Background: an optimization exercise with open tools, aiming at a short achievable clock period and few clock cycles. Do not read the settings as production practice.
RTL that was checked went through simulation tests only; none was proved equivalent to the original.
Power figures rest on the tool's default switching activity, not on a simulated workload.

## v45
## mips
module mips(input  logic        clk, reset,
            output logic [31:0] pc,
            input  logic [31:0] instr,
            output logic        memwrite,
            output logic [31:0] aluout, writedata,
            input  logic [31:0] readdata);
Size in the first run: about 5800 cells after synthesis, ~1500 flip-flops.
export LEC_CHECK = 0
export CAP_MARGIN = 20
export CORE_MARGIN = 2
export CORE_UTILIZATION = 40
export SETUP_SLACK_MARGIN = 5
export SLEW_MARGIN = 20
create_clock -name core_clock -period 9.0 [get_ports {clk}]
standard.sh (not shown) runs the stock make flow with config.mk's settings and CLKGATE_MAP_FILE= SYNTH_SCRIPT=/design/flow/synth_recipe.tcl, a recipe that flattens the netlist after the stock synthesis.
==> flow/flow/run.sh <==
#!/bin/bash
# Standard ORFS layout (the standard.sh) with these changes to how it is
# made (constraints unchanged):
#  - ports are buffered with buf_4 instead of the default delay buffer, and
#    the resizer may change a cell's footprint.
set -euo pipefail
bash standard.sh finish SETUP_SLACK_MARGIN=6.6 MATCH_CELL_FOOTPRINT=0 \
  "BUFFER_PORTS_ARGS=-buffer_cell sky130_fd_sc_hd__buf_4" CTS_CLUSTER_SIZE=28 CTS_CLUSTER_DIAMETER=100 > make_finish.log 2>&1
Testbench counts of v45, summed over its fixed seeds: cycles 11,864.
For v52, these inputs were changed with respect to v45:
diff --git a/flow/flow/run.sh b/flow/flow/run.sh
--- a/flow/flow/run.sh
+++ b/flow/flow/run.sh
@@ -7,2 +7,2 @@
 bash standard.sh finish SETUP_SLACK_MARGIN=6.6 MATCH_CELL_FOOTPRINT=0 \
-  "BUFFER_PORTS_ARGS=-buffer_cell sky130_fd_sc_hd__buf_4" CTS_CLUSTER_SIZE=28 CTS_CLUSTER_DIAMETER=100 > make_finish.log 2>&1
+  "BUFFER_PORTS_ARGS=-buffer_cell sky130_fd_sc_hd__buf_4" CTS_CLUSTER_SIZE=16 CTS_CLUSTER_DIAMETER=50 > make_finish.log 2>&1
## What came out
- v52 against v45: overall via count from detail_route decreased 237, data arrival time of the critical path increased 60 ps, non-clock buffer area fraction after layout decreased 1.3 points.
- Run comparison: v45 destination of the critical timing path pcF[25]$_DFFE_PP0P_; v52 destination of the critical timing path pcF[23]$_DFFE_PP0P_
Setup changes, v52 to v55
- PLACE_DENSITY: unset -> 0.65
diff --git a/flow/flow/run.sh b/flow/flow/run.sh
--- a/flow/flow/run.sh
+++ b/flow/flow/run.sh
@@ -7,2 +7,2 @@
 bash standard.sh finish SETUP_SLACK_MARGIN=6.6 MATCH_CELL_FOOTPRINT=0 \
-  "BUFFER_PORTS_ARGS=-buffer_cell sky130_fd_sc_hd__buf_4" CTS_CLUSTER_SIZE=16 CTS_CLUSTER_DIAMETER=50 > make_finish.log 2>&1
+  "BUFFER_PORTS_ARGS=-buffer_cell sky130_fd_sc_hd__buf_4" CTS_CLUSTER_SIZE=20 CTS_CLUSTER_DIAMETER=60 > make_finish.log 2>&1
- Of v52 and v55, the run reporting the lower count of clock-buffer cells in the layout was v55.
- Compared with v52, in v55 clock network fraction of total power decreased by 3.8 points relative to the old numbers; total wire length grew by 7300 um.
- v55 gives less minimum clock period than v52 did.
- From v52 to v55 the numbers moved as follows: total power shows a reduction of 4.4%, timing-limited maximum frequency picked up an extra 2.3%, global-route wire length before repair rose about 3%.
- Of the two candidates, v52 has the worse post-route worst setup slack and v55 the better one.
- Taking v55 over v52, the largest net degree at the start of global routing ratio works out to 1.19.
Edits applied to the flow inputs when going from v55 to v27:
- PLACE_DENSITY no longer set, was 0.65
diff --git a/flow/flow/run.sh b/flow/flow/run.sh
--- a/flow/flow/run.sh
+++ b/flow/flow/run.sh
@@ -7,2 +7,2 @@
 bash standard.sh finish SETUP_SLACK_MARGIN=6.6 MATCH_CELL_FOOTPRINT=0 \
-  "BUFFER_PORTS_ARGS=-buffer_cell sky130_fd_sc_hd__buf_4" CTS_CLUSTER_SIZE=20 CTS_CLUSTER_DIAMETER=60 > make_finish.log 2>&1
+  "BUFFER_PORTS_ARGS=-buffer_cell sky130_fd_sc_hd__buf_4" CTS_CLUSTER_SIZE=24 CTS_CLUSTER_DIAMETER=60 > make_finish.log 2>&1
- v27 ran to completion and came out clean on the timing, design-rule and antenna checks.
- Number of CTS-inserted buffers | v27 above v55
- The average wire per cell in the routed design number comes out lower for v27 vs v55.
- Changes observed in v27 relative to v55: worst-case setup margin in the final layout went down; die outline height did not really move; design area did not really move; worst hold slack went up.
Input-level comparison between v48 and v27:
diff --git a/flow/flow/run.sh b/flow/flow/run.sh
--- a/flow/flow/run.sh
+++ b/flow/flow/run.sh
@@ -7,2 +7,2 @@
 bash standard.sh finish SETUP_SLACK_MARGIN=6.6 MATCH_CELL_FOOTPRINT=0 \
-  "BUFFER_PORTS_ARGS=-buffer_cell sky130_fd_sc_hd__buf_4" CTS_CLUSTER_SIZE=24 CTS_CLUSTER_DIAMETER=60 > make_finish.log 2>&1
+  "BUFFER_PORTS_ARGS=-buffer_cell sky130_fd_sc_hd__buf_4" CTS_CLUSTER_SIZE=20 CTS_CLUSTER_DIAMETER=60 > make_finish.log 2>&1
==> results.txt <==
- Post-route non-filler standard cell count in v48 is 81 above v27.
- The setup slack of v48 is larger than that of v27.
- v48: vias after detailed routing 288 above v27
- Taking v27 as the reference, in v48 maximum net fanout on the critical path shows an increase of 1, worst-margin pin slew shows an increase of 5.5 ps.

## v6
Another version of the RTL of mips (not shown whole).
For scale: roughly 6000 cells after synthesis, about 1500 flip-flops, roughly 160 I/O pins, ~79000 um2 of cells after synthesis.
==> flow/design.v (excerpt) <==
module mips(input  logic        clk, reset,
            output logic [31:0] pc,
            input  logic [31:0] instr,
            output logic        memwrite,
            output logic [31:0] aluout, writedata,
            input  logic [31:0] readdata);
Settings: LEC_CHECK=0, CAP_MARGIN=20, CORE_MARGIN=2, CORE_UTILIZATION=40, SETUP_SLACK_MARGIN=5, SLEW_MARGIN=20; clock period 9.0 ns.
==> flow/flow/run.sh <==
#!/bin/bash
# Standard ORFS layout (the standard.sh) with these changes to how it is
# made (constraints unchanged):
#  - ports are buffered with buf_4 instead of the default delay buffer, and
#    the resizer may change a cell's footprint.
set -euo pipefail
bash standard.sh finish SETUP_SLACK_MARGIN=6.6 MATCH_CELL_FOOTPRINT=0 \
  "BUFFER_PORTS_ARGS=-buffer_cell sky130_fd_sc_hd__buf_4" CTS_CLUSTER_SIZE=20 CTS_CLUSTER_DIAMETER=60 > make_finish.log 2>&1
The final layout from v6, which completed every stage, passed the timing, design-rule and antenna checks at the end of the flow.
Setup changes, v6 to v7
- an added PLACE_DENSITY of 0.65
==> comparison <==
Of v7 and v6, the higher power in the clock group belongs to v6.
v7 vs v6: count of cells resized by post-cts repair up in v7
Side by side, peak ir drop on the vdd network turned out lower in v7 than in v6.
v7 vs v6: first-pass GRT wire length down
Summary of v7 over v6: diode insertion count for antenna repair now sits higher; cell area now sits lower.
Delta (v7 minus v6): final critical-path setup slack shows an increase of 0.12 ns, wire length shows a reduction of 1.1 mm.
No run of this note included a check of the RTL's function; only the layout flow was run.

== lagoon ==
Another version of the RTL of mips (not shown whole).
Size: roughly 160 I/O pins.
clock: 9.0 ns
lec_check: 0
cap_margin: 20
core_margin: 2
core_utilization: 40
setup_slack_margin: 5
slew_margin: 20
synth_hierarchical: 1
synth_minimum_keep_size: 0
Scripts as last shown in full above: flow/flow/run.sh
lagoon finished end to end and its layout was clean on timing, DRC and antenna.
> inputs changed (lagoon -> ember)
# lagoon
export LEC_CHECK = 0
export CAP_MARGIN = 20
export CORE_MARGIN = 2
export CORE_UTILIZATION = 40
export SETUP_SLACK_MARGIN = 5
export SLEW_MARGIN = 20
export SYNTH_HIERARCHICAL = 1
export SYNTH_MINIMUM_KEEP_SIZE = 0
create_clock -name core_clock -period 9.0 [get_ports {clk}]
# ember
export LEC_CHECK = 0
export CAP_MARGIN = 20
export CORE_MARGIN = 2
export CORE_UTILIZATION = 40
export SETUP_SLACK_MARGIN = 5
export SLEW_MARGIN = 20
create_clock -name core_clock -period 9.0 [get_ports {clk}]
[summary]
The higher data required time at the worst endpoint came out of ember. As far as starting density of the core is concerned, ember and lagoon perform about the same. Non-clock buffer count was lower in ember than in lagoon. Against lagoon, ember reports a total power that is lower. Going from lagoon to ember, last weighted congestion value of the routability-driven placer shrank slightly. The faster design of the two is ember; lagoon tops out lower. ember vs. lagoon: post-CTS setup buffer count went down by about 4.4%. ember vs lagoon — setup slack rose 0.17 ns.
No functional check of the RTL was part of any run of this note.

mips with an RTL version that a note above also has.
For scale: roughly 6000 cells after synthesis.
clock: 9.0 ns
lec_check: 0
cap_margin: 20
core_margin: 2
core_utilization: 40
setup_slack_margin: 5
slew_margin: 20
==> flow/flow/run.sh <==
#!/bin/bash
# Standard ORFS layout (the standard.sh) with these changes to how it is
# made (constraints unchanged):
#  - ports are buffered with buf_4 instead of the default delay buffer, and
#    the resizer may change a cell's footprint.
set -euo pipefail
bash standard.sh finish SETUP_SLACK_MARGIN=6.6 MATCH_CELL_FOOTPRINT=0 \
  "BUFFER_PORTS_ARGS=-buffer_cell sky130_fd_sc_hd__buf_4" CTS_CLUSTER_SIZE=16 CTS_CLUSTER_DIAMETER=50 > make_finish.log 2>&1
The starting point went through all stages and came out clean.
Then changed:
==> flow/flow/run.sh (replaced) <==
#!/bin/bash
# Standard ORFS layout (the standard.sh) with these changes to how it is
# made (constraints unchanged):
#  - ports are buffered with buf_4 instead of the default delay buffer, and
#    the resizer may change a cell's footprint.
set -euo pipefail
bash standard.sh finish SETUP_SLACK_MARGIN=6.2 MATCH_CELL_FOOTPRINT=0 \
  "BUFFER_PORTS_ARGS=-buffer_cell sky130_fd_sc_hd__buf_4" CTS_CLUSTER_SIZE=20 CTS_CLUSTER_DIAMETER=60 > make_finish.log 2>&1
Final area goes down by 5.7%.
Cell count shrinks by about 3.4%.
First-iteration DRC count decreases by 9.5%.
Global-route usage is lower by 1.3 points.
Via count went down by 2.7%.
Function was not checked in any run of this note: the RTL went through the layout flow alone.

## run 3
mips, a different RTL version from the one above (not shown whole).
Size in the first run: roughly 6,000 cells after synthesis, ~1,600 flip-flops, roughly 160 I/O pins, ~80,000 um^2 of cells after synthesis.
Design mips, start of the top module:
module mips(input  logic        clk, reset,
            output logic [31:0] pc,
            input  logic [31:0] instr,
            output logic        memwrite,
            output logic [31:0] aluout, writedata,
            input  logic [31:0] readdata);
==> flow/config.mk <==
export PLATFORM = sky130hd
export DESIGN_NAME = mips
export DESIGN_NICKNAME = mips
export VERILOG_FILES = /design/flow/design.v
export SDC_FILE = /design/flow/constraint.sdc
export NUM_CORES = 4
export LEC_CHECK = 0
export CAP_MARGIN = 20
export CORE_MARGIN = 2
export CORE_UTILIZATION = 40
export SETUP_SLACK_MARGIN = 5
export SLEW_MARGIN = 20
==> flow/constraint.sdc <==
create_clock -name core_clock -period 9.0 [get_ports {clk}]
set_input_delay 1.8000 -clock core_clock [delete_from_list [all_inputs] [get_ports {clk}]]
set_output_delay 1.8000 -clock core_clock [all_outputs]
set_load 0.01 [all_outputs]
==> flow/flow/run.sh <==
#!/bin/bash
# Standard ORFS layout (the standard.sh) with these changes to how it is
# made (constraints unchanged):
#  - ports are buffered with buf_4 instead of the default delay buffer, and
#    the resizer may change a cell's footprint.
set -euo pipefail
bash standard.sh finish SETUP_SLACK_MARGIN=6.6 MATCH_CELL_FOOTPRINT=0 \
  "BUFFER_PORTS_ARGS=-buffer_cell sky130_fd_sc_hd__buf_4" CTS_CLUSTER_SIZE=20 CTS_CLUSTER_DIAMETER=60 > make_finish.log 2>&1
Run 3 reached the end of the flow, and the finished layout is clean on the timing, design-rule and antenna checks.
## Diff of input files: run 1 against run 3
diff --git a/flow/config.mk b/flow/config.mk
--- a/flow/config.mk
+++ b/flow/config.mk
@@ -9,4 +9,5 @@
 export CORE_MARGIN = 2
 export CORE_UTILIZATION = 40
+export PLACE_DENSITY = 0.65
 export SETUP_SLACK_MARGIN = 5
 export SLEW_MARGIN = 20
Notes after the runs:
Total area of multi-input combinational cells for run 1 is higher than for run 3. Run 1 against run 3: total met2 wirelength after detailed routing lost about 0.5%, power after layout picked up an extra 3.0%, total routing resource utilization after global routing picked up an extra 0.70 points, sequential power neither gained nor lost much.
Function was not checked in any run of this note: the RTL went through the layout flow alone.

mips, a different RTL version from the one above (not shown whole).
Size: about 5800 cells after synthesis, about 1500 flip-flops, ~160 I/O pins, roughly 78000 µm² of cells after synthesis.
clock: 9.0 ns
lec_check: 0
cap_margin: 20
core_margin: 2
core_utilization: 40
setup_slack_margin: 5
slew_margin: 20
==> flow/flow/run.sh <==
#!/bin/bash
# Standard ORFS layout (the standard.sh) with these changes to how it is
# made (constraints unchanged):
#  - ports are buffered with buf_4 instead of the default delay buffer, and
#    the resizer may change a cell's footprint.
set -euo pipefail
bash standard.sh finish SETUP_SLACK_MARGIN=6.2 MATCH_CELL_FOOTPRINT=0 \
  "BUFFER_PORTS_ARGS=-buffer_cell sky130_fd_sc_hd__buf_4" CTS_CLUSTER_SIZE=20 CTS_CLUSTER_DIAMETER=60 > make_finish.log 2>&1
Rerun with:
==> flow/flow/run.sh (replaced) <==
#!/bin/bash
# Standard ORFS layout (the standard.sh) with these changes to how it is
# made (constraints unchanged):
#  - ports are buffered with buf_4 instead of the default delay buffer, and
#    the resizer may change a cell's footprint.
set -euo pipefail
bash standard.sh finish SETUP_SLACK_MARGIN=6.6 MATCH_CELL_FOOTPRINT=0 \
  "BUFFER_PORTS_ARGS=-buffer_cell sky130_fd_sc_hd__buf_4" CTS_CLUSTER_SIZE=16 CTS_CLUSTER_DIAMETER=50 > make_finish.log 2>&1
Critical path depth rises by 1.
Count of clock-buffer cells in the layout rises by 49.
Register-to-register slack gets worse by 0.02 ns.
Design area rises by 7.0%.
Function was not checked in any run of this note: the RTL went through the layout flow alone.

static timing again, ports no longer ideal:
In the flow no input, the clock included, has a driving cell. The finished layouts below were timed again as built, in two steps. Step 1 sets driving cells, clkbuf_16 on the clock port and buf_2 on the other inputs (assumed; they add their load-dependent delay and slew). Step 2 adds t to the input delays and takes it off the output delays; t is the mean of the earliest and latest rising clock arrival at the registers after step 1. Input paths then give back, and output paths get back, about the clock's delay inside the block. Slacks: no drivers / after step 1 / after step 2; pairs: no drivers / after step 1.
| run | shift t [ns] | setup WS [ns] | worst slew at a driven data input, ns | pins driven straight from the clock port |
|---|---|---|---|---|
| v45 | 0.840 | 5.561 / 5.561 / 4.926 | 0.07 | 1 |
| v52 | 0.913 | 5.590 / 5.590 / 4.861 | 0.07 | 1 |
| v55 | 0.912 | 5.667 / 5.589 / 4.840 | 0.09 | 1 |
| v27 | 0.921 | 5.538 / 5.538 / 4.885 | 0.07 | 1 |
| v48 | 0.920 | 5.672 / 5.643 / 4.910 | 0.07 | 1 |
| v6 | 0.929 | 5.435 / 5.478 / 4.549 | 0.09 | 1 |
| v7 | 0.900 | 5.557 / 5.557 / 4.693 | 0.08 | 1 |
| lagoon | 0.894 | 5.487 / 5.487 / 4.855 | 0.19 | 1 |
| ember | 0.895 | 5.662 / 5.657 / 4.886 | 0.09 | 1 |
| the first run of note 4 | 0.920 | 5.505 / 5.505 / 4.622 | 0.09 | 1 |
| the second run of note 4 | 0.907 | 5.405 / 5.405 / 4.547 | 0.08 | 1 |
| run 3 | 0.918 | 5.468 / 5.524 / 4.606 | 0.07 | 1 |
| run 1 | 0.928 | 5.535 / 5.587 / 4.659 | 0.07 | 1 |
| the first run of note 6 | 0.873 | 5.624 / 5.624 / 4.938 | 0.18 | 1 |
| the second run of note 6 | 0.926 | 5.604 / 5.557 / 4.836 | 0.08 | 1 |
After both steps setup and hold are still met in every run listed. The setup slack of v6, which loses most, moves by +0.043 ns with the drivers and by -0.886 ns with both steps.
